Background: an optimization exercise with open tools, aiming at small area. Do not read the settings as production practice.
Where RTL was checked, it was by simulation tests only, not by an equivalence proof against the original.
The RTL of run 2 was laid out without a check of its function.
Power and IR drop assume default switching activity.

<file path="flow/config.mk">
export PLATFORM = sky130hd
export DESIGN_NAME = top_mac_st
export DESIGN_NICKNAME = top_mac_st
export VERILOG_FILES = /design/flow/design.v
export SDC_FILE = /design/flow/constraint.sdc
export NUM_CORES = 4
export LEC_CHECK = 0
export CAP_MARGIN = 20
export CORE_MARGIN = 2
export CORE_UTILIZATION = 40
export SLEW_MARGIN = 20
export SYNTH_HIERARCHICAL = 1
</file>
<file path="flow/constraint.sdc">
create_clock -name core_clock -period 10.0 [get_ports {clk}]
set_input_delay 2.0000 -clock core_clock [delete_from_list [all_inputs] [get_ports {clk}]]
set_output_delay 2.0000 -clock core_clock [all_outputs]
set_load 0.01 [all_outputs]
</file>
<file path="flow/design.v">
module mac_fa (x, y, z, s, c);
	input  x, y, z;
	output s, c;
	assign s = x ^ y ^ z;
	assign c = (x & y) | (x & z) | (y & z);
endmodule
module mac_ha (x, y, s, c);
	input  x, y;
	output s, c;
	assign s = x ^ y;
	assign c = x & y;
endmodule
module top_mac_st (clk, rst, accu_rst, a, w, config_aw, z);
	parameter HEADROOM = 4;
	input                    clk;
	input                    rst;
	input                    accu_rst;
	input    [7:0]           a;         
	input    [7:0]           w;         
	input    [1:0]           config_aw;
	output   [15+HEADROOM:0] z;
	reg      [7:0]           a1, w1, a2, w2;
	reg                      clr1;
	reg      [19:0]          acc;
	wire     [19:0]          sum;
	wire c0 = config_aw[0];
	wire c1 = config_aw[1];
	wire m2 = c0 & c1;          
	wire m8 = ~c0;              
	wire nm2 = ~m2;
	wire [7:0] anm2 = a2 & {8{nm2}};    
	wire [7:0] am8  = a2 & {8{m8}};     
	wire pp_0_0_1;
	wire pp_0_1_2;
	wire pp_0_2_3;
	wire pp_0_3_4;
	wire pp_0_4_5;
	wire pp_0_5_6;
	wire pp_0_6_7;
	wire pp_0_7_8;
	wire pp_1_0_9;
	wire pp_1_1_10;
	wire pp_1_2_11;
	wire pp_1_3_12;
	wire pp_1_4_13;
	wire pp_1_5_14;
	wire pp_1_6_15;
	wire pp_1_7_16;
	wire pp_2_0_17;
	wire pp_2_1_18;
	wire pp_2_2_19;
	wire pp_2_3_20;
	wire pp_2_4_21;
	wire pp_2_5_22;
	wire pp_2_6_23;
	wire pp_2_7_24;
	wire pp_3_0_25;
	wire pp_3_1_26;
	wire pp_3_2_27;
	wire pp_3_3_28;
	wire pp_3_4_29;
	wire pp_3_5_30;
	wire pp_3_6_31;
	wire pp_3_7_32;
	wire pp_4_0_33;
	wire pp_4_1_34;
	wire pp_4_2_35;
	wire pp_4_3_36;
	wire pp_4_4_37;
	wire pp_4_5_38;
	wire pp_4_6_39;
	wire pp_4_7_40;
	wire pp_5_0_41;
	wire pp_5_1_42;
	wire pp_5_2_43;
	wire pp_5_3_44;
	wire pp_5_4_45;
	wire pp_5_5_46;
	wire pp_5_6_47;
	wire pp_5_7_48;
	wire pp_6_0_49;
	wire pp_6_1_50;
	wire pp_6_2_51;
	wire pp_6_3_52;
	wire pp_6_4_53;
	wire pp_6_5_54;
	wire pp_6_6_55;
	wire pp_6_7_56;
	wire pp_7_0_57;
	wire pp_7_1_58;
	wire pp_7_2_59;
	wire pp_7_3_60;
	wire pp_7_4_61;
	wire pp_7_5_62;
	wire pp_7_6_63;
	wire pp_7_7_64;
	wire hs65;
	wire hc66;
	wire fs67;
	wire fc68;
	wire hs69;
	wire hc70;
	wire fs71;
	wire fc72;
	wire fs73;
	wire fc74;
	wire hs75;
	wire hc76;
	wire fs77;
	wire fc78;
	wire fs79;
	wire fc80;
	wire fs81;
	wire fc82;
	wire hs83;
	wire hc84;
	wire fs85;
	wire fc86;
	wire fs87;
	wire fc88;
	wire fs89;
	wire fc90;
	wire fs91;
	wire fc92;
	wire hs93;
	wire hc94;
	wire fs95;
	wire fc96;
	wire fs97;
	wire fc98;
	wire fs99;
	wire fc100;
	wire fs101;
	wire fc102;
	wire fs103;
	wire fc104;
	wire hs105;
	wire hc106;
	wire fs107;
	wire fc108;
	wire fs109;
	wire fc110;
	wire fs111;
	wire fc112;
	wire fs113;
	wire fc114;
	wire fs115;
	wire fc116;
	wire fs117;
	wire fc118;
	wire hs119;
	wire hc120;
	wire fs121;
	wire fc122;
	wire fs123;
	wire fc124;
	wire fs125;
	wire fc126;
	wire fs127;
	wire fc128;
	wire fs129;
	wire fc130;
	wire fs131;
	wire fc132;
	wire fs133;
	wire fc134;
	wire fs135;
	wire fc136;
	wire fs137;
	wire fc138;
	wire fs139;
	wire fc140;
	wire fs141;
	wire fc142;
	wire fs143;
	wire fc144;
	wire fs145;
	wire fc146;
	wire fs147;
	wire fc148;
	wire fs149;
	wire fc150;
	wire hs151;
	wire hc152;
	wire fs153;
	wire fc154;
	wire fs155;
	wire fc156;
	wire fs157;
	wire fc158;
	wire fs159;
	wire fc160;
	wire fs161;
	wire fc162;
	wire fs163;
	wire fc164;
	wire fs165;
	wire fc166;
	wire fs167;
	wire fc168;
	wire fs169;
	wire fc170;
	wire fs171;
	wire fc172;
	wire fs173;
	wire fc174;
	wire fs175;
	wire fc176;
	wire fs177;
	wire fc178;
	wire fs179;
	wire fc180;
	wire fs181;
	wire fc182;
	wire fs183;
	wire fc184;
	wire fs185;
	wire fc186;
	wire fs187;
	wire fc188;
	wire fs189;
	wire fc190;
	wire fs191;
	wire fc192;
	wire fs193;
	wire fc194;
	wire fs195;
	wire fc196;
	wire fs197;
	wire fc198;
	wire fs199;
	wire fc200;
	wire fs201;
	wire fc202;
	wire fs203;
	wire fc204;
	wire fs205;
	wire fc206;
	wire fs207;
	wire fc208;
	wire is209;
	wire fs210;
	wire fc211;
	wire is212;
	wire fs213;
	wire fc214;
	wire is215;
	wire fs216;
	wire fc217;
	wire is218;
	wire xs219;
	assign pp_0_0_1 = (am8[0] & w2[0]);
	assign pp_0_1_2 = (am8[0] & w2[1]);
	assign pp_0_2_3 = (am8[0] & w2[2]);
	assign pp_0_3_4 = (am8[0] & w2[3]);
	assign pp_0_4_5 = (anm2[0] & w2[4]);
	assign pp_0_5_6 = (anm2[0] & w2[5]);
	assign pp_0_6_7 = (a2[0] & w2[6]);
	assign pp_0_7_8 = ~(a2[0] & w2[7]);
	assign pp_1_0_9 = (am8[1] & w2[0]);
	assign pp_1_1_10 = (am8[1] & w2[1]);
	assign pp_1_2_11 = (am8[1] & w2[2]);
	assign pp_1_3_12 = (am8[1] & w2[3]);
	assign pp_1_4_13 = (anm2[1] & w2[4]);
	assign pp_1_5_14 = (anm2[1] & w2[5]);
	assign pp_1_6_15 = (a2[1] & w2[6]);
	assign pp_1_7_16 = ~(a2[1] & w2[7]);
	assign pp_2_0_17 = (am8[2] & w2[0]);
	assign pp_2_1_18 = (am8[2] & w2[1]);
	assign pp_2_2_19 = (am8[2] & w2[2]);
	assign pp_2_3_20 = (am8[2] & w2[3]);
	assign pp_2_4_21 = (a2[2] & w2[4]);
	assign pp_2_5_22 = ((a2[2] & w2[5]) ^ m2);
	assign pp_2_6_23 = ((anm2[2] & w2[6]) | m2);
	assign pp_2_7_24 = ~(anm2[2] & w2[7]);
	assign pp_3_0_25 = (am8[3] & w2[0]);
	assign pp_3_1_26 = (am8[3] & w2[1]);
	assign pp_3_2_27 = (am8[3] & w2[2]);
	assign pp_3_3_28 = (am8[3] & w2[3]);
	assign pp_3_4_29 = (a2[3] & w2[4]);
	assign pp_3_5_30 = ((a2[3] & w2[5]) ^ m2);
	assign pp_3_6_31 = (anm2[3] & w2[6]);
	assign pp_3_7_32 = ~(anm2[3] & w2[7]);
	assign pp_4_0_33 = (anm2[4] & w2[0]);
	assign pp_4_1_34 = (anm2[4] & w2[1]);
	assign pp_4_2_35 = (a2[4] & w2[2]);
	assign pp_4_3_36 = ((a2[4] & w2[3]) ^ c0);
	assign pp_4_4_37 = ((am8[4] & w2[4]) | c0);
	assign pp_4_5_38 = (am8[4] & w2[5]);
	assign pp_4_6_39 = ((am8[4] & w2[6]) | m2);
	assign pp_4_7_40 = ~((am8[4] & w2[7]) | c0);
	assign pp_5_0_41 = (anm2[5] & w2[0]);
	assign pp_5_1_42 = (anm2[5] & w2[1]);
	assign pp_5_2_43 = (a2[5] & w2[2]);
	assign pp_5_3_44 = ((a2[5] & w2[3]) ^ c0);
	assign pp_5_4_45 = (am8[5] & w2[4]);
	assign pp_5_5_46 = (am8[5] & w2[5]);
	assign pp_5_6_47 = (am8[5] & w2[6]);
	assign pp_5_7_48 = ~((am8[5] & w2[7]) | m2);
	assign pp_6_0_49 = (a2[6] & w2[0]);
	assign pp_6_1_50 = ((a2[6] & w2[1]) ^ m2);
	assign pp_6_2_51 = (anm2[6] & w2[2]);
	assign pp_6_3_52 = ((anm2[6] & w2[3]) ^ c0);
	assign pp_6_4_53 = (am8[6] & w2[4]);
	assign pp_6_5_54 = (am8[6] & w2[5]);
	assign pp_6_6_55 = (am8[6] & w2[6]);
	assign pp_6_7_56 = ~(am8[6] & w2[7]);
	assign pp_7_0_57 = (a2[7] & w2[0]);
	assign pp_7_1_58 = ((a2[7] & w2[1]) ^ m2);
	assign pp_7_2_59 = (anm2[7] & w2[2]);
	assign pp_7_3_60 = ((anm2[7] & w2[3]) ^ c0);
	assign pp_7_4_61 = ((am8[7] & w2[4]) | m2);
	assign pp_7_5_62 = (am8[7] & w2[5]);
	assign pp_7_6_63 = (am8[7] & w2[6]);
	assign pp_7_7_64 = ~(am8[7] & w2[7]);
	mac_ha u_hs65 (.x(acc[0]), .y(pp_0_0_1), .s(hs65), .c(hc66));
	mac_fa u_fs67 (.x(acc[1]), .y(pp_0_1_2), .z(pp_1_0_9), .s(fs67), .c(fc68));
	mac_ha u_hs69 (.x(hc66), .y(fs67), .s(hs69), .c(hc70));
	mac_fa u_fs71 (.x(acc[2]), .y(pp_0_2_3), .z(pp_1_1_10), .s(fs71), .c(fc72));
	mac_fa u_fs73 (.x(pp_2_0_17), .y(fc68), .z(fs71), .s(fs73), .c(fc74));
	mac_ha u_hs75 (.x(hc70), .y(fs73), .s(hs75), .c(hc76));
	mac_fa u_fs77 (.x(acc[3]), .y(pp_0_3_4), .z(pp_1_2_11), .s(fs77), .c(fc78));
	mac_fa u_fs79 (.x(pp_2_1_18), .y(pp_3_0_25), .z(fc72), .s(fs79), .c(fc80));
	mac_fa u_fs81 (.x(fs77), .y(fc74), .z(fs79), .s(fs81), .c(fc82));
	mac_ha u_hs83 (.x(hc76), .y(fs81), .s(hs83), .c(hc84));
	mac_fa u_fs85 (.x(acc[4]), .y(pp_0_4_5), .z(pp_1_3_12), .s(fs85), .c(fc86));
	mac_fa u_fs87 (.x(pp_2_2_19), .y(pp_3_1_26), .z(pp_4_0_33), .s(fs87), .c(fc88));
	mac_fa u_fs89 (.x(fc78), .y(fs85), .z(fs87), .s(fs89), .c(fc90));
	mac_fa u_fs91 (.x(fc80), .y(fs89), .z(fc82), .s(fs91), .c(fc92));
	mac_ha u_hs93 (.x(hc84), .y(fs91), .s(hs93), .c(hc94));
	mac_fa u_fs95 (.x(acc[5]), .y(pp_0_5_6), .z(pp_1_4_13), .s(fs95), .c(fc96));
	mac_fa u_fs97 (.x(pp_2_3_20), .y(pp_3_2_27), .z(pp_4_1_34), .s(fs97), .c(fc98));
	mac_fa u_fs99 (.x(pp_5_0_41), .y(fc86), .z(fc88), .s(fs99), .c(fc100));
	mac_fa u_fs101 (.x(fs95), .y(fs97), .z(fc90), .s(fs101), .c(fc102));
	mac_fa u_fs103 (.x(fs99), .y(fs101), .z(fc92), .s(fs103), .c(fc104));
	mac_ha u_hs105 (.x(hc94), .y(fs103), .s(hs105), .c(hc106));
	mac_fa u_fs107 (.x(acc[6]), .y(pp_0_6_7), .z(pp_1_5_14), .s(fs107), .c(fc108));
	mac_fa u_fs109 (.x(pp_2_4_21), .y(pp_3_3_28), .z(pp_4_2_35), .s(fs109), .c(fc110));
	mac_fa u_fs111 (.x(pp_5_1_42), .y(pp_6_0_49), .z(fc96), .s(fs111), .c(fc112));
	mac_fa u_fs113 (.x(fc98), .y(fs107), .z(fs109), .s(fs113), .c(fc114));
	mac_fa u_fs115 (.x(fc100), .y(fs111), .z(fs113), .s(fs115), .c(fc116));
	mac_fa u_fs117 (.x(fc102), .y(fs115), .z(fc104), .s(fs117), .c(fc118));
	mac_ha u_hs119 (.x(hc106), .y(fs117), .s(hs119), .c(hc120));
	mac_fa u_fs121 (.x(m8), .y(acc[7]), .z(pp_0_7_8), .s(fs121), .c(fc122));
	mac_fa u_fs123 (.x(pp_1_6_15), .y(pp_2_5_22), .z(pp_3_4_29), .s(fs123), .c(fc124));
	mac_fa u_fs125 (.x(pp_4_3_36), .y(pp_5_2_43), .z(pp_6_1_50), .s(fs125), .c(fc126));
	mac_fa u_fs127 (.x(pp_7_0_57), .y(fc108), .z(fc110), .s(fs127), .c(fc128));
	mac_fa u_fs129 (.x(fs121), .y(fs123), .z(fs125), .s(fs129), .c(fc130));
	mac_fa u_fs131 (.x(fc112), .y(fc114), .z(fs127), .s(fs131), .c(fc132));
	mac_fa u_fs133 (.x(fs129), .y(fc116), .z(fs131), .s(fs133), .c(fc134));
	mac_fa u_fs135 (.x(fs133), .y(fc118), .z(hc120), .s(fs135), .c(fc136));
	mac_fa u_fs137 (.x(acc[8]), .y(pp_1_7_16), .z(pp_2_6_23), .s(fs137), .c(fc138));
	mac_fa u_fs139 (.x(pp_3_5_30), .y(pp_4_4_37), .z(pp_5_3_44), .s(fs139), .c(fc140));
	mac_fa u_fs141 (.x(pp_6_2_51), .y(pp_7_1_58), .z(fc122), .s(fs141), .c(fc142));
	mac_fa u_fs143 (.x(fc124), .y(fc126), .z(fs137), .s(fs143), .c(fc144));
	mac_fa u_fs145 (.x(fs139), .y(fc128), .z(fc130), .s(fs145), .c(fc146));
	mac_fa u_fs147 (.x(fs141), .y(fs143), .z(fc132), .s(fs147), .c(fc148));
	mac_fa u_fs149 (.x(fs145), .y(fc134), .z(fs147), .s(fs149), .c(fc150));
	mac_ha u_hs151 (.x(fs149), .y(fc136), .s(hs151), .c(hc152));
	mac_fa u_fs153 (.x(acc[9]), .y(pp_2_7_24), .z(pp_3_6_31), .s(fs153), .c(fc154));
	mac_fa u_fs155 (.x(pp_4_5_38), .y(pp_5_4_45), .z(pp_6_3_52), .s(fs155), .c(fc156));
	mac_fa u_fs157 (.x(pp_7_2_59), .y(fc138), .z(fc140), .s(fs157), .c(fc158));
	mac_fa u_fs159 (.x(fs153), .y(fs155), .z(fc142), .s(fs159), .c(fc160));
	mac_fa u_fs161 (.x(fc144), .y(fs157), .z(fc146), .s(fs161), .c(fc162));
	mac_fa u_fs163 (.x(fs159), .y(fc148), .z(fs161), .s(fs163), .c(fc164));
	mac_fa u_fs165 (.x(fc150), .y(fs163), .z(hc152), .s(fs165), .c(fc166));
	mac_fa u_fs167 (.x(acc[10]), .y(pp_3_7_32), .z(pp_4_6_39), .s(fs167), .c(fc168));
	mac_fa u_fs169 (.x(pp_5_5_46), .y(pp_6_4_53), .z(pp_7_3_60), .s(fs169), .c(fc170));
	mac_fa u_fs171 (.x(fc154), .y(fc156), .z(fs167), .s(fs171), .c(fc172));
	mac_fa u_fs173 (.x(fs169), .y(fc158), .z(fs171), .s(fs173), .c(fc174));
	mac_fa u_fs175 (.x(fc160), .y(fs173), .z(fc162), .s(fs175), .c(fc176));
	mac_fa u_fs177 (.x(fc164), .y(fs175), .z(fc166), .s(fs177), .c(fc178));
	mac_fa u_fs179 (.x(acc[11]), .y(pp_4_7_40), .z(pp_5_6_47), .s(fs179), .c(fc180));
	mac_fa u_fs181 (.x(pp_6_5_54), .y(pp_7_4_61), .z(fc168), .s(fs181), .c(fc182));
	mac_fa u_fs183 (.x(fc170), .y(fs179), .z(fc172), .s(fs183), .c(fc184));
	mac_fa u_fs185 (.x(fs181), .y(fc174), .z(fs183), .s(fs185), .c(fc186));
	mac_fa u_fs187 (.x(fs185), .y(fc176), .z(fc178), .s(fs187), .c(fc188));
	mac_fa u_fs189 (.x(acc[12]), .y(pp_5_7_48), .z(pp_6_6_55), .s(fs189), .c(fc190));
	mac_fa u_fs191 (.x(pp_7_5_62), .y(fc180), .z(fs189), .s(fs191), .c(fc192));
	mac_fa u_fs193 (.x(fc182), .y(fs191), .z(fc184), .s(fs193), .c(fc194));
	mac_fa u_fs195 (.x(fc186), .y(fs193), .z(fc188), .s(fs195), .c(fc196));
	mac_fa u_fs197 (.x(acc[13]), .y(pp_6_7_56), .z(pp_7_6_63), .s(fs197), .c(fc198));
	mac_fa u_fs199 (.x(fc190), .y(fs197), .z(fc192), .s(fs199), .c(fc200));
	mac_fa u_fs201 (.x(fs199), .y(fc194), .z(fc196), .s(fs201), .c(fc202));
	mac_fa u_fs203 (.x(acc[14]), .y(pp_7_7_64), .z(fc198), .s(fs203), .c(fc204));
	mac_fa u_fs205 (.x(fs203), .y(fc200), .z(fc202), .s(fs205), .c(fc206));
	mac_fa u_fs207 (.x(acc[15]), .y(fc204), .z(fc206), .s(fs207), .c(fc208));
	assign is209 = ~fs207;
	mac_fa u_fs210 (.x(acc[16]), .y(fc208), .z(fs207), .s(fs210), .c(fc211));
	assign is212 = ~fs210;
	mac_fa u_fs213 (.x(acc[17]), .y(fc211), .z(fs210), .s(fs213), .c(fc214));
	assign is215 = ~fs213;
	mac_fa u_fs216 (.x(acc[18]), .y(fc214), .z(fs213), .s(fs216), .c(fc217));
	assign is218 = ~fs216;
	assign xs219 = ~(acc[19] ^ fc217 ^ fs216);
	assign sum = {xs219, is218, is215, is212, is209, fs205, fs201, fs195, fs187, fs177, fs165, hs151, fs135, hs119, hs105, hs93, hs83, hs75, hs69, hs65};
	always_ff @(posedge clk) begin
		a1   <= rst ? 8'd0 : a;       
		w1   <= w;
		clr1 <= rst | accu_rst;
		a2   <= a1;
		w2   <= w1;
		acc  <= clr1 ? '0 : sum;
	end
	genvar k;
	generate
		for (k = 0; k < 20; k = k + 1) begin : g_z
			if (k < 10)
				assign z[k] = (c0 ? (c1 ? acc[k+6] : acc[k+4]) : acc[k]);
			else if (k < 13)
				assign z[k] = (c0 ? acc[k+4] : acc[k]);
			else
				assign z[k] = acc[k];
		end
	endgenerate
endmodule  
</file>
<file path="flow/run.sh">
#!/bin/bash
# synth_recipe.tcl (not shown) runs the flow's synth.tcl, then flattens the netlist and writes it again
# the make line also repeats each setting of config.mk as NAME=value (left out here)
make -C /OpenROAD-flow-scripts/flow DESIGN_CONFIG=/design/flow/config.mk WORK_HOME=/design/flow/orfs CLKGATE_MAP_FILE= SYNTH_SCRIPT=/design/flow/synth_recipe.tcl finish
</file>
==> impl_metrics.json, run 1 <==
{
  "synth_top_area_share_pct": 37.7,
  "postSynthAreaPerCell_um2": 12.1,
  "initial_core_util_pct": 40.9,
  "status": "timing/DRC/antenna clean",
  "nNetsFinal": 428,
  "fmax_mhz": 102,
  "stdcell_count": 441,
  "netlist_area_um2": 3550,
  "critical_path_class": "input pin to register",
  "die_area_um2": 9650,
  "place_congestion": 0.840,
  "period_share_pct": 98.4,
  "ys_types": 25,
  "cts-root-buf": "clkbuf_8",
  "leakagePower_nw": 1.85,
  "totalWireLength_mm": 6.84,
  "yosys-top-cells-count": "fa_1 (67), dfxtp_1 (53), and2_1 (33)",
  "die_x_um": 98.3,
  "place_hpwl_mm": 5.54,
  "yosysTopAreaCell": "fa_1",
  "final_max_slew_viol_count": 0,
  "setup_viol": 0,
  "grt_use_total_pct": 15.5,
  "setup_tns_ns": 0,
  "gr-total-overflow": 0,
  "drv_cap": 0,
  "hold_viol": 0,
  "core_region_area_um2": 8680,
  "synth_edf_count": 0,
  "grt_max_degree": 24,
  "clock_latency_ns": 0.31,
  "drt-wirelength-per-cell_um": 15.5,
  "ir_drop_uv": 242,
  "dp.cells": 432,
  "row_count": 34,
  "antenna_cells": 0,
  "drt_first_pass_iters": 4,
  "drc": 0,
  "syn_inst": 293,
  "final_util_pct": 48.6,
  "yosys_most_used_dff": "dfxtp_1",
  "ys_seq_elements": 53,
  "tightest_slew_ns": 0.673,
  "power_density_nw_per_um2": 216,
  "tritoncts": "done",
  "antenna_found_initial": 0,
  "crit_fanout": 5,
  "grt_pass1_wl_mm": 11.8,
  "io_buffers": 40,
  "yosys_warnings": 7,
  "grt_pass1_vias": 2404,
  "max-slew-margin-rel_pct": 55.0,
  "min_period_ns": 9.84,
  "synth.most_common_cell": "fa_1",
  "area_growth_pct": 18.6,
  "start_kind": "input pin",
  "synthArstFlopShare_pct": 0,
  "crit_required_ns": 10.21,
  "vias": 2148,
  "die_h_um": 98.3,
  "worstHoldPathType": "register to register",
  "clkSlewWorstSetupHoldPaths_ns": 0.10,
  "ant_nets": 0,
  "cts_buffers": 5,
  "io_pins": 41,
  "htree_levels": 2,
  "ys_seq_area_share_pct": 29.9,
  "cp_data_arrival_time_ns": 10.05,
  "vias_per_cell": 4.87,
  "drive_gt1_share_pct": 13.5,
  "worst_clock_skew_ns": 0.00222,
  "dr.first_iter.drc_count": 90,
  "ctsHoldBuffers": 0,
  "synth_area_leaders": "fa_1 (38%), dfxtp_1 (30%), and2_1 (5.8%)",
  "cp-end-kind": "register",
  "hold_slack_ns": 0.336,
  "grt_setup_unrepaired": "yes",
  "cts_buffer_depth": 2,
  "cts_sinks": 53
}
==> cells by family (layout without fill, tap and decap cells) <==
| logic type | count (synthesis) | in the layout | synth area share (%) |
|---|---|---|---|
| AOI/OAI and AO/OA | 16 | 16 | 2.75 |
| xor gates and xnor gates | 7 | 7 | 1.73 |
| adders and majority gates | 75 | 75 | 40.6 |
| buffers and inverters | 18 | 58 | 3.27 |
| DFF | 53 | 53 | 29.9 |
| muxes | 14 | 14 | 4.08 |
| and+or+nand+nor | 110 | 110 | 17.7 |
==> power breakdown <==
part,leakage [nW],switching [mW],total [mW],internal (mW)
clock,0.0511,0.0776,0.130,0.0523
combinational,1.36,0.221,0.510,0.289
sequential,0.441,0.0311,0.270,0.238
total,1.85,0.330,0.910,0.580
==> layout make-up <==
cell class / count / area, um^2
Fill cell: 809 / 4460
Tap cell: 108 / 135
Clock inverter: 3 / 33.8
Timing Repair Buffer: 49 / 464
Sequential cell: 53 / 1060
Clock buffer: 5 / 68.8
Multi-Input combinational cell: 222 / 2450
Inverter: 1 / 3.75
==> metrics by stage <==
| stage | power [mW] | worst slack [ns] | area, um^2 |
|---|---|---|---|
| 6_report | 0.910 | 0.163 | 4210 |
| 5_1_grt | 1.02 | -0.0575 | 4210 |
| 4_1_cts | 0.901 | 0.00682 | 4200 |
| 3_5_place_dp | 0.764 | -0.806 | 4080 |
| 3_3_place_gp | 0.755 | -0.724 | 4080 |
| 2_1_floorplan | 0.651 | 0.000163 | 3610 |
==> worst max-delay path: stages <==
cell and delay (ns):
buf_4 0.15, nor2b_4 0.13, and2_4 0.15, fa_1 0.43, fa_2 0.37, fa_2 0.39, fa_2 0.36, fa_2 0.36
fa_1 0.45, ha_2 0.19, fa_2 0.35, ha_2 0.19, fa_2 0.35, fa_2 0.35, fa_2 0.36, fa_2 0.34
fa_2 0.35, fa_2 0.35, fa_2 0.56, fa_1 0.45, fa_1 0.54, fa_2 0.44, nor2b_1 0.14, mux2_4 0.28
==> placed cells by master, fill, tap and decap left out, types with 3 or more instances in the layout <==
cell type,n
clkdlybuf4s50_1,38
and2b_1,10
and2_1,31
fa_2,15
mux2_2,3
fa_1,52
nor2_1,14
dfxtp_1,53
mux2i_1,10
clkbuf_8,5
and3_1,11
buf_4,10
ha_1,6
nand2_1,14
a21oi_1,11
xor2_1,5
nor2b_1,20
a22o_1,4
==> state kept, by name, summed over array words and instances (netlist names) <==
name  cells
a2        8
w1        8
a1        8
acc      20
clr1      1
w2        8
==> worst paths after layout <==
kind | cells after the start | endpoint | start | slack (ns)
worst min register to register | 0 | a2[4]$_DFF_P_ | a1[4]$_SDFF_PP0_ | 0.34
worst max-delay path | 24 | acc[19]$_SDFF_PP0_ | config_aw[0] | 0.16
worst min-delay path | 0 | a2[4]$_DFF_P_ | a1[4]$_SDFF_PP0_ | 0.34
worst max register to register | 23 | acc[19]$_SDFF_PP0_ | w2[1]$_DFF_P_ | 1.49
==> routing by layer <==
metal	track usage [%]	part of all wire, %	up-vias
li1	-	-	1001
met2	26.8	50	37
met4	4.32	1.3	0
met5	0	0	-
met1	20.3	46	1102
met3	2.72	3.3	8
==> modules after synthesis, one instance, submodules excluded <==
module      area (um^2)  cells inside  times used
mac_ha             12.5             1           8
mac_fa             20.0             1          67
top_mac_st         2110           218           1
==> timing repair <==
action / in CTS / in global routing
gates resized for setup: 11 / 3
setup buffers: 0 / 1
pin swaps: 3 / 2
endpoints found under the setup margin: 2 / 1
==> run 2: changes to the inputs <==
--- a/flow/design.v
+++ b/flow/design.v
@@ -22,8 +22,9 @@
 	reg      [7:0]           a1, w1, a2, w2;
 	reg                      clr1;
+	reg      [1:0]           cfg;       
 	reg      [19:0]          acc;
 	wire     [19:0]          sum;
-	wire c0 = config_aw[0];
-	wire c1 = config_aw[1];
+	wire c0 = cfg[0];
+	wire c1 = cfg[1];
 	wire m2 = c0 & c1;          
 	wire m8 = ~c0;              
@@ -399,4 +400,5 @@
 		w1   <= w;
 		clr1 <= rst | accu_rst;
+		cfg  <= config_aw;
 		a2   <= a1;
 		w2   <= w1;
==> flow/flow/run.sh (new file) <==
#!/bin/bash
# Own layout flow: the standard ORFS flow (standard.sh, unchanged synthesis) with
# layout-only changes:
#  - buffers that synthesis inserted are removed at floorplan (REMOVE_ABC_BUFFERS);
#  - port buffers are the smallest buffer (buf_1) instead of clkdlybuf4s50_1;
#  - the clock tree uses clkbuf_8 and no dummy loads.
set -euo pipefail
export REMOVE_ABC_BUFFERS=1
export BUFFER_PORTS_ARGS="-buffer_cell sky130_fd_sc_hd__buf_1"
export CTS_ARGS="-sink_clustering_enable -repair_clock_nets -buf_list sky130_fd_sc_hd__clkbuf_8 -root_buf sky130_fd_sc_hd__clkbuf_8 -dont_use_dummy_load"
bash standard.sh > standard.log 2>&1
==> flow/standard.sh (new file) <==
#!/bin/bash
# synth_recipe.tcl (not shown) runs the flow's synth.tcl, then flattens the netlist and writes it again
# the make line also repeats each setting of config.mk as NAME=value (left out here)
make -C /OpenROAD-flow-scripts/flow DESIGN_CONFIG=/design/flow/config.mk WORK_HOME=/design/flow/orfs CLKGATE_MAP_FILE= SYNTH_SCRIPT=/design/flow/synth_recipe.tcl "${@:-finish}"
removed: flow/run.sh
==> impl_metrics.json, run 2 <==
{
  "drc": 0,
  "start_kind": "register",
  "yosys_most_used_dff": "dfxtp_1",
  "vias_per_cell": 4.88,
  "ys_seq_elements": 55,
  "drt-wirelength-per-cell_um": 15.4,
  "min_from": "w1[2]$_DFF_P_",
  "grt_pass1_vias": 2432,
  "synthArstFlopShare_pct": 0,
  "ys_seq_area_share_pct": 30.6,
  "place_congestion": 0.823,
  "crit_required_ns": 10.21,
  "worstReg2RegStart": "w2[2]$_DFF_P_",
  "row_count": 34,
  "critPathLaunch": "w2[2]$_DFF_P_",
  "max-slew-margin-rel_pct": 54.8,
  "regToRegSetupSlack_ns": 0.57,
  "netlist_area_um2": 3590,
  "vias": 2123,
  "final_max_slew_viol_count": 0,
  "cts-root-buf": "clkbuf_8",
  "cts_resized": 0,
  "ys_types": 25,
  "power_density_nw_per_um2": 209,
  "drt_first_pass_iters": 6,
  "yosys-top-cells-count": "fa_1 (67), dfxtp_1 (55), and2_1 (33)",
  "whs_path_depth": 0,
  "yosys_warnings": 7,
  "hold_viol": 0,
  "crit_fanout": 5,
  "grt_pass1_wl_mm": 11.8,
  "initial_core_util_pct": 41.2,
  "synth_area_leaders": "fa_1 (37%), dfxtp_1 (31%), and2_1 (5.7%)",
  "setup_viol": 0,
  "clkSlewWorstSetupHoldPaths_ns": 0.09,
  "io_buffers": 40,
  "placed_area_um2": 3800,
  "cp_data_arrival_time_ns": 9.64,
  "area_growth_pct": 7.56,
  "core_region_area_um2": 8720,
  "postSynthAreaPerCell_um2": 12.2,
  "global_route.usage.met2_pct": 28.7,
  "ir_drop_uv": 179,
  "final_cell_mix": "fa_1 (67), dfxtp_1 (55), buf_1 (40)",
  "grt_max_degree": 24,
  "die_x_um": 98.8,
  "grt_use_total_pct": 16.0,
  "ant_nets": 0,
  "worstHoldPathType": "register to register",
  "synth_edf_count": 0,
  "syn_inst": 295,
  "io_pins": 41,
  "final_cell_area_um2": 3860,
  "htree_levels": 2,
  "globalRouteMet1Util_pct": 19.6,
  "synth_top_area_share_pct": 37.3,
  "yosysTopAreaCell": "fa_1",
  "largest-register": "acc",
  "post_cts_buffers": 0,
  "dr.first_iter.drc_count": 50,
  "layout_commonest_cell": "fa_1",
  "use_met3_pct": 3.48,
  "antenna_found_initial": 0,
  "nNetsFinal": 425,
  "critical_path_class": "register to register",
  "totalWireLength_mm": 6.71,
  "tightest_slew_ns": 0.677,
  "cp-end-kind": "register",
  "setup_tns_ns": 0,
  "drive_gt1_share_pct": 4.59,
  "drv_cap": 0,
  "reg2reg_depth": 23,
  "grt_setup_unrepaired": "no",
  "busiest_layer": "met2",
  "status": "timing/DRC/antenna clean",
  "die_h_um": 98.8,
  "fmax_mhz": 106,
  "cts_buffer_depth": 2,
  "cts_buffers": 5,
  "largest_reg_flops": 20,
  "seq_area_um2": 1100,
  "leakagePower_nw": 1.73,
  "min_period_ns": 9.43,
  "place_hpwl_mm": 5.44,
  "gr-total-overflow": 0,
  "tritoncts": "done",
  "multi_input_area_um2": 2380,
  "die_area_um2": 9760,
  "worst_clock_skew_ns": 0.0341,
  "period_share_pct": 94.3,
  "antenna_cells": 0,
  "ctsHoldBuffers": 0,
  "nFillCells": 846,
  "clock_latency_ns": 0.32,
  "cts_sinks": 55,
  "synth.most_common_cell": "fa_1"
}
==> run 2: changes by cell type in the layout (fill, tap and decap cells not counted), moves of 6 or more <==
cell	delta
buf_4	-6
buf_1	+40
fa_1	+15
fa_2	-15
clkdlybuf4s50_1	-38
==> run 2: cells by family (layout without fill, tap and decap cells) <==
group                    Yosys count  after routing  share of synthesized area [%]
AO/OA/AOI/OAI                     16             16                           2.72
multiplexers                      14             14                           4.04
buffers and inverters             18             50                           3.24
adder cells (fa/ha/maj)           75             75                           40.1
AND/OR/NAND/NOR                  110            110                           17.5
flip-flops                        55             55                           30.6
XOR/XNOR                           7              7                           1.71
==> run 2: power breakdown <==
part	switching (mW)	leakage, nW	total, mW	internal (mW)
clock	0.0658	0.0359	0.111	0.0454
combinational	0.205	1.24	0.421	0.216
sequential	0.0304	0.457	0.276	0.246
==> run 2: modules after synthesis, one instance, submodules excluded <==
module | flip-flops and latches | cells | cell area (um^2) | copies in the design
mac_fa | 0 | 1 | 20.0 | 67
mac_ha | 0 | 1 | 12.5 | 8
top_mac_st | 55 | 220 | 2150 | 1
==> run 2: area by class of cell <==
type                       count  area share, %
tap                          108           3.50
timing repair buffer          44           4.66
inverter                       1         0.0971
multi-input combinational    222           61.5
clock buffer                   5           1.78
sequential                    55           28.5
==> run 2: final timing paths <==
| kind | end |
|---|---|
| min | w2[2]$_DFF_P_ |
| min reg2reg | w2[2]$_DFF_P_ |
| max | acc[19]$_SDFF_PP0_ |
| max reg2reg | acc[19]$_SDFF_PP0_ |
==> run 2: stage by stage <==
stage	std cells	utilization, %	total power [mW]	hold slack [ns]	setup slack, ns
2_1_floorplan	278	-	0.621	0.310	0.129
3_3_place_gp	430	43.5	0.705	0.310	0.578
3_5_place_dp	430	43.5	0.716	0.312	0.481
4_1_cts	435	44.3	0.829	0.333	0.478
5_1_grt	435	44.3	0.916	0.342	0.0478
6_report	435	44.3	0.808	0.332	0.566
==> run 2: critical path, cell delays in order, from the launching register on <==
cell     delay, ns
dfxtp_1       0.38
nor2b_1       0.25
and2_1        0.19
fa_1          0.41
fa_1          0.43
fa_1          0.45
fa_1          0.44
fa_1          0.42
fa_1          0.46
ha_1          0.22
fa_1          0.40
ha_1          0.23
fa_1          0.42
fa_1          0.42
fa_1          0.43
fa_1          0.43
fa_1          0.42
fa_1          0.42
fa_1          0.51
fa_1          0.58
fa_1          0.47
fa_1          0.42
xor2_1        0.17
mux2_2        0.34
==> run 2: routing by layer <==
| layer | share of wire, % | wire, um |
|---|---|---|
| met5 | 0 | 0 |
| met4 | 1.2 | 78 |
| met3 | 3.2 | 216 |
| met2 | 53 | 3530 |
| met1 | 43 | 2890 |
==> run 3: changes to the inputs <==
--- a/flow/design.v
+++ b/flow/design.v
@@ -21,5 +21,6 @@
 	output   [15+HEADROOM:0] z;
 	reg      [7:0]           a1, w1, a2, w2;
-	reg                      clr1;
+	reg                      clr1;      
+	reg                      rst1;      
 	reg      [1:0]           cfg;       
 	reg      [19:0]          acc;
@@ -397,7 +398,8 @@
 	assign sum = {xs219, is218, is215, is212, is209, fs205, fs201, fs195, fs187, fs177, fs165, hs151, fs135, hs119, hs105, hs93, hs83, hs75, hs69, hs65};
 	always_ff @(posedge clk) begin
-		a1   <= rst ? 8'd0 : a;       
+		a1   <= a;
 		w1   <= w;
-		clr1 <= rst | accu_rst;
+		rst1 <= rst;
+		clr1 <= rst | accu_rst | rst1;
 		cfg  <= config_aw;
 		a2   <= a1;
==> flow/flow/run.sh (replaced) <==
#!/bin/bash
# Own layout flow: the standard ORFS flow (standard.sh, unchanged synthesis) with
# layout-only changes:
#  - buffers that synthesis inserted are removed at floorplan (REMOVE_ABC_BUFFERS);
#  - port buffers are the smallest buffer (buf_1) instead of clkdlybuf4s50_1;
#  - the clock tree uses clkbuf_8, clusters of up to 30 sinks and no dummy loads.
set -euo pipefail
export REMOVE_ABC_BUFFERS=1
export BUFFER_PORTS_ARGS="-buffer_cell sky130_fd_sc_hd__buf_1"
export CTS_ARGS="-sink_clustering_enable -repair_clock_nets -buf_list sky130_fd_sc_hd__clkbuf_8 -root_buf sky130_fd_sc_hd__clkbuf_8 -dont_use_dummy_load -sink_clustering_size 30"
bash standard.sh > standard.log 2>&1
==> impl_metrics.json, run 3 <==
{
  "hold_viol": 0,
  "ctsHoldBuffers": 0,
  "p_seq_share_pct": 31.1,
  "io_pins": 41,
  "synthArstFlopShare_pct": 0,
  "post_cts_buffers": 0,
  "vias": 2123,
  "clock_latency_ns": 0.32,
  "drt_first_pass_iters": 5,
  "layout_commonest_cell": "fa_1",
  "setup_viol": 0,
  "ant_nets": 0,
  "die_h_um": 98.4,
  "ys_seq_elements": 56,
  "fmax_mhz": 106,
  "ys_types": 26,
  "initial_core_util_pct": 41.1,
  "dpl_worst_slack_ns": 0.469,
  "busiest_layer": "met2",
  "clkSlewWorstSetupHoldPaths_ns": 0.11,
  "synth_edf_count": 0,
  "die_x_um": 98.4,
  "cts_buffers": 5,
  "cp-end-kind": "register",
  "gr-total-overflow": 0,
  "switching_share_pct": 39.3,
  "postSynthAreaPerCell_um2": 12.3,
  "drive_gt1_share_pct": 4.97,
  "synth_area_leaders": "fa_1 (38%), dfxtp_1 (31%), and2_1 (5.8%)",
  "synth.most_common_cell": "fa_1",
  "tritoncts": "done",
  "use_met3_pct": 3.22,
  "cts_buffer_depth": 2,
  "ir_drop_uv": 190,
  "htree_levels": 2,
  "synth_top_area_share_pct": 37.6,
  "worst_clock_skew_ns": 0.0256,
  "start_kind": "register",
  "die_area_um2": 9680,
  "cp_data_arrival_time_ns": 9.62,
  "io_buffers": 40,
  "antenna_cells": 0,
  "grt_use_total_pct": 16.3,
  "yosys_warnings": 7,
  "grt_pass1_wl_mm": 12.2,
  "p_int_mw": 0.549,
  "largest-register": "acc",
  "dr.first_iter.drc_count": 78,
  "drt-wirelength-per-cell_um": 16.0,
  "p_switching_mw": 0.356,
  "seq_area_um2": 1120,
  "nNetsFinal": 420,
  "globalRouteMet1Util_pct": 20.9,
  "setup_slack_ns": 0.579,
  "cts_resized": 0,
  "drv_cap": 0,
  "multi_input_area_um2": 2330,
  "grt_setup_unrepaired": "no",
  "netlist_area_um2": 3560,
  "setup_tns_ns": 0,
  "yosys_most_used_dff": "dfxtp_1",
  "grt_max_degree": 21,
  "syn_inst": 289,
  "drc": 0,
  "cts_sinks": 56,
  "max-slew-margin-rel_pct": 61.5,
  "place_hpwl_mm": 5.56,
  "power_density_nw_per_um2": 235,
  "yosys-top-cells-count": "fa_1 (67), dfxtp_1 (56), and2_1 (33)",
  "nFillCells": 851,
  "ys_seq_area_share_pct": 31.5,
  "tightest_slew_ns": 0.577,
  "combPwrFrac_pct": 56.5,
  "dp.cells": 425,
  "core_region_area_um2": 8680,
  "leakagePower_nw": 1.71,
  "cts-root-buf": "clkbuf_8",
  "vias_per_cell": 4.94,
  "status": "timing/DRC/antenna clean",
  "period_share_pct": 94.2,
  "place_congestion": 0.865,
  "row_count": 34,
  "yosysTopAreaCell": "fa_1",
  "crit_required_ns": 10.19,
  "grt_pass1_vias": 2465,
  "worstHoldPathType": "register to register",
  "global_route.usage.met2_pct": 28.5,
  "stdcell_count": 430,
  "area_growth_pct": 7.87,
  "totalWireLength_mm": 6.87,
  "final_cell_mix": "fa_1 (67), dfxtp_1 (56), buf_1 (40)",
  "largest_reg_flops": 20,
  "min_period_ns": 9.42,
  "final_max_slew_viol_count": 0,
  "critical_path_class": "register to register",
  "crit_fanout": 16,
  "p_clk_share_pct": 12.4,
  "antenna_found_initial": 0
}
-- run 3: changes by cell type after synthesis, moves of 2 or more --
| cell | change |
|---|---|
| nor2b_1 | -9 |
| nand3b_1 | -2 |
| a22o_1 | -2 |
| a21oi_1 | +2 |
| and2b_1 | +2 |
| a31oi_1 | +2 |
| buf_4 | -2 |
-- run 3: metal layers --
layer | vias to the layer above | routed length, um | share of wire (%)
met4 | 0 | 86 | 1.3
met2 | 51 | 3590 | 52
met1 | 1081 | 2910 | 42
met5 | - | 0 | 0
met3 | 8 | 280 | 4.1
li1 | 983 | - | -
-- run 3: modules after synthesis (local to each module, per instance) --
module	flip-flops and latches	cell area [um^2]	times used
mac_fa	0	20.0	67
mac_ha	0	12.5	8
top_mac_st	56	2120	1
-- run 3: worst paths after layout --
path	from	end	slack, ns	cells after the start
worst max-delay path	cfg[0]$_DFF_P_	acc[19]$_SDFF_PP0_	0.58	23
worst min-delay path	w1[7]$_DFF_P_	w2[7]$_DFF_P_	0.31	0
worst max register to register	cfg[0]$_DFF_P_	acc[19]$_SDFF_PP0_	0.58	23
worst min register to register	w1[7]$_DFF_P_	w2[7]$_DFF_P_	0.31	0
-- run 3: layout make-up --
type / instances / share of cell area, %
flip-flops and latches: 56 / 29.2
well taps: 108 / 3.52
inverters: 1 / 0.0977
multi-input cells: 215 / 60.5
repair buffers: 45 / 4.88
clock buffers: 5 / 1.79
-- run 3: power groups by stage --
stage	registers [mW]	clock network, mW	logic [mW]
after CTS	0.283	0.119	0.532
final	0.282	0.112	0.512
after floorplan	0.279	0	0.408
after detailed placement	0.288	0	0.532
after global placement	0.287	0	0.505
after global routing	0.287	0.126	0.633
-- run 3: cell families (layout without fill, tap and decap cells) --
group                      count (synthesis)  count (layout)  share of synthesized area (%)
AOI/OAI and AO/OA                         18              18                           2.88
xor gates and xnor gates                   7               7                           1.72
adders and majority gates                 75              75                           40.4
buffers and inverters                     18              51                           3.30
DFF                                       56              56                           31.5
muxes                                     14              14                           4.07
and+or+nand+nor                          101             101                           16.1
-- run 3: worst max-delay path, cell delays in order (launching register included) --
cell     delay (ns)
dfxtp_1        0.45
buf_4          0.26
nand2_2        0.11
and3_1         0.21
fa_1           0.52
fa_1           0.47
fa_1           0.50
fa_1           0.46
fa_1           0.47
ha_1           0.23
fa_1           0.39
ha_1           0.22
fa_1           0.41
fa_1           0.42
fa_1           0.42
fa_1           0.42
fa_1           0.43
fa_1           0.43
fa_1           0.51
fa_1           0.58
fa_1           0.48
fa_1           0.42
xor2_1         0.17
mux2_2         0.34
-- run 3: metrics by stage --
stage                     total power [mW]  utilization, %  instance area [um^2]  hold WS (ns)
after floorplan                      0.687               -                  3450         0.310
after global placement               0.792            43.5                  3770         0.310
after detailed placement             0.820            43.5                  3770         0.314
after CTS                            0.933            44.3                  3840         0.312
after global routing                  1.05            44.3                  3840         0.309
final                                0.905            44.3                  3840         0.314
==> run 4: changes to the inputs <==
==> flow/flow/run.sh (replaced) <==
#!/bin/bash
# Own layout flow: the standard ORFS flow (standard.sh, unchanged synthesis) with
# layout-only changes:
#  - buffers that synthesis inserted are removed at floorplan (REMOVE_ABC_BUFFERS);
#  - port buffers are the smallest buffer (buf_1) instead of clkdlybuf4s50_1;
#  - the clock tree uses clkbuf_4 leaves, a clkbuf_8 root and no dummy loads.
set -euo pipefail
export REMOVE_ABC_BUFFERS=1
export BUFFER_PORTS_ARGS="-buffer_cell sky130_fd_sc_hd__buf_1"
export CTS_ARGS="-sink_clustering_enable -repair_clock_nets -buf_list sky130_fd_sc_hd__clkbuf_4 -root_buf sky130_fd_sc_hd__clkbuf_8 -dont_use_dummy_load"
bash standard.sh > standard.log 2>&1
==> impl_metrics.json, run 4 <==
{
  "setup_viol": 0,
  "p_switching_mw": 0.356,
  "critPathMostFrequentCell": "fa_1",
  "htree_levels": 2,
  "drc": 0,
  "ys_types": 26,
  "grt_use_total_pct": 16.3,
  "ctsHoldBuffers": 0,
  "synthArstFlopShare_pct": 0,
  "cp_data_arrival_time_ns": 9.62,
  "synth_edf_count": 0,
  "cts_resized": 0,
  "drv_cap": 0,
  "regToRegSetupSlack_ns": 0.58,
  "combPwrFrac_pct": 56.5,
  "tightest_slew_ns": 0.577,
  "hold_slack_ns": 0.314,
  "place_congestion": 0.865,
  "reg2reg_depth": 23,
  "synth_top_area_share_pct": 37.6,
  "critPathBufInv": 1,
  "max-slew-margin-rel_pct": 61.5,
  "io_pins": 41,
  "grt_max_degree": 21,
  "worstHoldPathType": "register to register",
  "cts-root-buf": "clkbuf_8",
  "crit_fanout": 16,
  "switching_share_pct": 39.3,
  "antenna_cells": 0,
  "die_h_um": 98.4,
  "leakagePower_nw": 1.71,
  "grt_pass1_wl_mm": 12.2,
  "cp_slowest_cell": "fa_1",
  "final_max_slew_viol_count": 0,
  "start_kind": "register",
  "largest_reg_flops": 20,
  "final_cell_area_um2": 3840,
  "cts_sinks": 56,
  "cp_top_family": "adder cells",
  "min_period_ns": 9.42,
  "final_util_pct": 44.3,
  "vias_per_cell": 4.94,
  "setup_slack_ns": 0.579,
  "r2r-end": "acc[19]$_SDFF_PP0_",
  "p_clk_share_pct": 12.4,
  "crit_chain": "buf_4 > nand2_2 > and3_1 > fa_1 > fa_1 > fa_1 > fa_1 > fa_1 > ha_1 > fa_1 > ha_1 > fa_1 > fa_1 > fa_1 > fa_1 > fa_1 > fa_1 > fa_1 > fa_1 > fa_1 > fa_1 > xor2_1 > mux2_2",
  "ys_seq_area_share_pct": 31.5,
  "p_int_mw": 0.549,
  "worst_clock_skew_ns": 0.0256,
  "power_density_nw_per_um2": 235,
  "clkSlewWorstSetupHoldPaths_ns": 0.11,
  "syn_inst": 289,
  "nNetsFinal": 420,
  "antenna_found_initial": 0,
  "place_hpwl_mm": 5.56,
  "yosys-top-cells-count": "fa_1 (67), dfxtp_1 (56), and2_1 (33)",
  "clock_latency_ns": 0.32,
  "drt_first_pass_iters": 5,
  "die_area_um2": 9680,
  "cts_buffers": 5,
  "drive_gt1_share_pct": 4.97,
  "netlist_area_um2": 3560,
  "setup_tns_ns": 0,
  "dpl_worst_slack_ns": 0.469,
  "yosys_warnings": 7,
  "dr.first_iter.drc_count": 78,
  "dp.cells": 425,
  "grt_pass1_vias": 2465,
  "crit_required_ns": 10.19,
  "totalWireLength_mm": 6.87,
  "ir_drop_uv": 190,
  "initial_core_util_pct": 41.1,
  "stdcell_count": 430,
  "hold_viol": 0,
  "whs_path_depth": 0,
  "io_buffers": 40,
  "area_growth_pct": 7.87,
  "final_cell_mix": "fa_1 (67), dfxtp_1 (56), buf_1 (40)",
  "drt-wirelength-per-cell_um": 16.0,
  "tritoncts": "done",
  "layout_commonest_cell": "fa_1",
  "fmax_mhz": 106,
  "cp-end-kind": "register",
  "critical_path_class": "register to register",
  "largest-register": "acc",
  "gr-total-overflow": 0,
  "worstHoldEndpoint": "w2[7]$_DFF_P_",
  "ant_nets": 0,
  "core_region_area_um2": 8680,
  "power.total_mw": 0.905,
  "min_from": "w1[7]$_DFF_P_",
  "grt_setup_unrepaired": "no",
  "post_cts_buffers": 0,
  "yosysTopAreaCell": "fa_1",
  "cpPeakStageDelay_ns": 0.58,
  "period_share_pct": 94.2,
  "synth.most_common_cell": "fa_1",
  "die_x_um": 98.4,
  "worstReg2RegStart": "cfg[0]$_DFF_P_",
  "vias": 2123,
  "yosys_most_used_dff": "dfxtp_1",
  "cts_buffer_depth": 2,
  "synth_area_leaders": "fa_1 (38%), dfxtp_1 (31%), and2_1 (5.8%)",
  "p_seq_share_pct": 31.1,
  "postSynthAreaPerCell_um2": 12.3,
  "status": "timing/DRC/antenna clean",
  "ys_seq_elements": 56,
  "row_count": 34,
  "placed_area_um2": 3770
}
[run 4: cell counts in the layout (fill, tap and decap cells not counted)]
No cell type changed its count.
[run 4: metal layers]
layer | vias up | track usage [%] | routed length [um]
li1 | 983 | - | -
met1 | 1081 | 20.9 | 2910
met2 | 51 | 28.5 | 3590
met3 | 8 | 3.22 | 280
met4 | 0 | 3.79 | 86
met5 | - | 0 | 0
[run 4: cell families (layout without fill, tap and decap cells)]
group / after synthesis / after routing / share of synthesized area [%]
multiplexers: 14 / 14 / 4.07
buffers and inverters: 18 / 51 / 3.30
adder cells (fa/ha/maj): 75 / 75 / 40.4
AND/OR/NAND/NOR: 101 / 101 / 16.1
AO/OA/AOI/OAI: 18 / 18 / 2.88
XOR/XNOR: 7 / 7 / 1.72
flip-flops: 56 / 56 / 31.5
[run 4: area by class of cell]
class | instances | area, um^2
clock buffer | 5 | 68.8
fill | 851 | 4830
multi-input combinational | 215 | 2330
sequential | 56 | 1120
timing repair buffer | 45 | 188
inverter | 1 | 3.75
tap | 108 | 135
[run 4: per-module statistics from Yosys (local to each module, per instance)]
module / copies in the design / cells / flops+latches / cell area (um^2)
top_mac_st: 1 / 214 / 56 / 2120
mac_fa: 67 / 1 / 0 / 20.0
mac_ha: 8 / 1 / 0 / 12.5
[run 4: worst max-delay path by stage]
stage | from | end | slack [ns] | cells after the start
after floorplan | cfg[0]$_DFF_P_ | acc[19]$_SDFF_PP0_ | 0.12 | 23
after global placement | w2[1]$_DFF_P_ | acc[19]$_SDFF_PP0_ | 0.63 | 23
after detailed placement | w2[1]$_DFF_P_ | acc[19]$_SDFF_PP0_ | 0.47 | 23
after CTS | w2[1]$_DFF_P_ | acc[19]$_SDFF_PP0_ | 0.48 | 23
after global routing | cfg[0]$_DFF_P_ | acc[19]$_SDFF_PP0_ | 0.05 | 23
final | cfg[0]$_DFF_P_ | acc[19]$_SDFF_PP0_ | 0.58 | 23
[run 4: power by group through the flow]
stage / Combinational, mW / Clock (mW) / Sequential [mW]
4_1_cts: 0.532 / 0.119 / 0.283
2_1_floorplan: 0.408 / 0 / 0.279
3_5_place_dp: 0.532 / 0 / 0.288
6_report: 0.512 / 0.112 / 0.282
5_1_grt: 0.633 / 0.126 / 0.287
3_3_place_gp: 0.505 / 0 / 0.287

==> afterwards: timing with drivers on the ports <==
The results above use ideal ports. As a check the final layouts listed here were re-extracted and re-timed, cells and wires unchanged.
Step 1 assumes that a clkbuf_16 drives the clock port and a buf_2 every other input.
Step 2 adds t to the input delays and takes it off the output delays; t is the mean of the earliest and latest rising clock arrival at the registers after step 1. Input paths then give back, and output paths get back, about the clock's delay inside the block.
a / b / c = no drivers / after step 1 / after step 2; a / b = the first two.
run	t, ns	setup slack, ns	worst hold slack (ns)
run 1	0.338	0.163 / 0.169 / -0.169	0.336 / 0.336 / 0.336
run 2	0.337	0.566 / 0.566 / 0.566	0.332 / 0.332 / 0.332
run 3	0.333	0.578 / 0.578 / 0.578	0.314 / 0.314 / 0.314
run 4	0.333	0.578 / 0.578 / 0.578	0.314 / 0.314 / 0.314
Met with ideal ports but missed after step 2: setup timing in run 1. The setup slack of run 1, which loses most, moves by +0.006 ns with the drivers and by -0.332 ns with both steps.
